From an optimization exercise on the open Yosys and OpenROAD flow, aimed at small area, a short achievable clock period and few clock cycles per item; shortcuts taken in it are not production practice.
In this exercise RTL edits were held to simulation tests only and were not proved equivalent to the original.

== the baseline ==
Design pt100_temp, start of the top module:
module pt100_temp (
    input  wire        clk,
    input  wire        rst,
    input  wire        in_valid,
    output wire        in_ready,
    input  wire [11:0] yk,
    output wire        out_valid,
    output wire [27:0] temp,
    output wire [27:0] temp_filt,
    output wire        alarm
    );
For scale: ~3600 cells after synthesis.
==> flow/config.mk <==
export PLATFORM = sky130hd
export DESIGN_NAME = pt100_temp
export DESIGN_NICKNAME = pt100_temp
export VERILOG_FILES = /design/flow/design.v
export SDC_FILE = /design/flow/constraint.sdc
export NUM_CORES = 4
export LEC_CHECK = 0
export ABC_AREA = 1
export CAP_MARGIN = 60
export CORE_MARGIN = 2
export CORE_UTILIZATION = 66
export CTS_CLUSTER_DIAMETER = 60
export CTS_CLUSTER_SIZE = 30
export PLACE_DENSITY = 0.8
export SLEW_MARGIN = 60
==> flow/constraint.sdc <==
create_clock -name core_clock -period 24.0 [get_ports {clk}]
set_input_delay 4.8000 -clock core_clock [delete_from_list [all_inputs] [get_ports {clk}]]
set_output_delay 4.8000 -clock core_clock [all_outputs]
set_load 0.01 [all_outputs]
standard.sh (not shown) runs the stock make flow with config.mk's settings and CLKGATE_MAP_FILE= SYNTH_SCRIPT=/design/flow/synth_recipe.tcl, a recipe that flattens the netlist after the stock synthesis.
==> flow/flow/run.sh <==
#!/bin/bash
# The standard layout (standard.sh), with the input and output port
# buffers made of sky130_fd_sc_hd__buf_2 instead of the default cell, and
# timing repair asked to leave 17.8 ns of setup slack (a 6.2 ns target) on
# the design's own 24 ns clock and constraints.
set -euo pipefail
export BUFFER_PORTS_ARGS="-buffer_cell sky130_fd_sc_hd__buf_2"
export SETUP_SLACK_MARGIN=17.8
bash standard.sh > standard_flow.log 2>&1
The baseline: all stages complete, timing, DRC and antenna checks passed
Testbench counts of the baseline, summed over its fixed seeds: cycles 18,901, samples 960.
Modified inputs, the candidate compared to the baseline
- changing SLEW_MARGIN from 60 to 20
- changing PLACE_DENSITY from 0.8 to 0.75
- removing CTS_CLUSTER_DIAMETER (formerly 60)
- changing CAP_MARGIN from 60 to 20
- removing CTS_CLUSTER_SIZE (formerly 30)
- changing CORE_UTILIZATION from 66 to 60
Results
Having completed the whole flow, the candidate delivered a layout that passed the timing, design-rule and antenna checks. The candidate vs. the baseline: number of buffers other than clock buffers in the final layout went up by 4.8%. In the candidate the clock skew turned out 0.019 ns lower than in the baseline. The baseline → the candidate: first-iteration DRC count decreased about 0.9%, share of the final layout cell area in multi-input gates lower. The final instance area in the candidate was higher than what the baseline gave. The candidate: worst hold slack 0.0063 ns below the baseline. Re die area: the baseline was lower than the candidate.


Starting RTL as in the previous note.
clock: 24.0 ns
lec_check: 0
abc_area: 1
cap_margin: 60
core_margin: 2
core_utilization: 60
place_density: 0.75
slew_margin: 60
Scripts as last shown in full above: flow/flow/run.sh
Testbench counts at the start, summed over its fixed seeds: cycles 18,901, samples 960.
Change:
--- a/flow/config.mk
+++ b/flow/config.mk
@@ -9,5 +9,5 @@
 export CAP_MARGIN = 60
 export CORE_MARGIN = 2
-export CORE_UTILIZATION = 60
-export PLACE_DENSITY = 0.75
+export CORE_UTILIZATION = 70
+export PLACE_DENSITY = 0.82
 export SLEW_MARGIN = 60
After rerunning:
- The changed run finished with timing, DRC and antenna clean
- design area falls by 0.66%
- via count grows by 4.2%
- non-clock buffer count fell by 5
- die area falls by 14%
- synthesized cell count stays the same
Change:
==> flow/flow/run.sh (replaced) <==
#!/bin/bash
# The standard layout (standard.sh), with the input and output port
# buffers made of sky130_fd_sc_hd__buf_2 instead of the default cell, and
# timing repair asked to leave 18.1 ns of setup slack (a 5.9 ns target) on
# the design's own 24 ns clock and constraints.
set -euo pipefail
export BUFFER_PORTS_ARGS="-buffer_cell sky130_fd_sc_hd__buf_2"
export SETUP_SLACK_MARGIN=18.1
bash standard.sh > standard_flow.log 2>&1
--- a/flow/config.mk
+++ b/flow/config.mk
@@ -9,5 +9,5 @@
 export CAP_MARGIN = 60
 export CORE_MARGIN = 2
-export CORE_UTILIZATION = 70
-export PLACE_DENSITY = 0.82
+export CORE_UTILIZATION = 66
+export PLACE_DENSITY = 0.8
 export SLEW_MARGIN = 60
=> The new run ran to the end with no violations; wire length hardly moves; worst setup slack hardly moves; clock-buffer cell count came out lower by 3; non-clock buffer count came out higher by 58; critical path depth does not change; design area came out higher by a few percent; final cell count came out higher by a few percent; utilization came out lower by 2.2 points; worst hold slack is about the same.
Change:
==> flow/flow/run.sh (replaced) <==
#!/bin/bash
# The standard layout (standard.sh), with the input and output port
# buffers made of sky130_fd_sc_hd__buf_2 instead of the default cell, and
# timing repair asked to leave 17.8 ns of setup slack (a 6.2 ns target) on
# the design's own 24 ns clock and constraints.
set -euo pipefail
export BUFFER_PORTS_ARGS="-buffer_cell sky130_fd_sc_hd__buf_2"
export SETUP_SLACK_MARGIN=17.8
bash standard.sh > standard_flow.log 2>&1
--- a/flow/config.mk
+++ b/flow/config.mk
@@ -9,5 +9,6 @@
 export CAP_MARGIN = 60
 export CORE_MARGIN = 2
-export CORE_UTILIZATION = 66
-export PLACE_DENSITY = 0.8
+export CORE_UTILIZATION = 60
+export GPL_TIMING_DRIVEN = 1
+export PLACE_DENSITY = 0.75
 export SLEW_MARGIN = 60
What happened: Final area shrinks by 2.0%; setup slack gains 11 ps; via count shrinks by 3.0%; global-route usage shrinks by 4.7 points.

==> port drivers added, routing unchanged <==
The flow's constraints put no driver on any port. The routed layouts listed below were extracted and timed again, unchanged, in two steps. Step 1 assumes that a clkbuf_16 drives the clock port and a buf_2 every other input. Step 2 moves the port delays by t, midway between the first and last clock arrival at a register: inputs arrive t later, outputs are due t later. That takes back most of the time a late clock gives input paths. Slacks: ideal ports / drivers / drivers and shift; pairs: ideal ports / drivers.
run | shift t [ns] | setup slack, ns | worst register clock-pin slew, ns | cell pins on the clock port's net
the baseline | 0.641 | 17.807 / 17.748 / 18.036 | 0.11 / 0.11 | 1
the candidate | 0.665 | 17.823 / 17.760 / 18.118 | 0.07 / 0.07 | 1
the first run of note 2 | 0.659 | 17.839 / 17.781 / 18.217 | 0.07 / 0.07 | 1
the second run of note 2 | 0.658 | 17.830 / 17.766 / 17.917 | 0.07 / 0.07 | 1
the third run of note 2 | 0.661 | 17.829 / 17.766 / 18.291 | 0.07 / 0.07 | 1
the fourth run of note 2 | 0.659 | 17.839 / 17.781 / 18.217 | 0.07 / 0.07 | 1
After both steps every run listed still meets setup and hold.
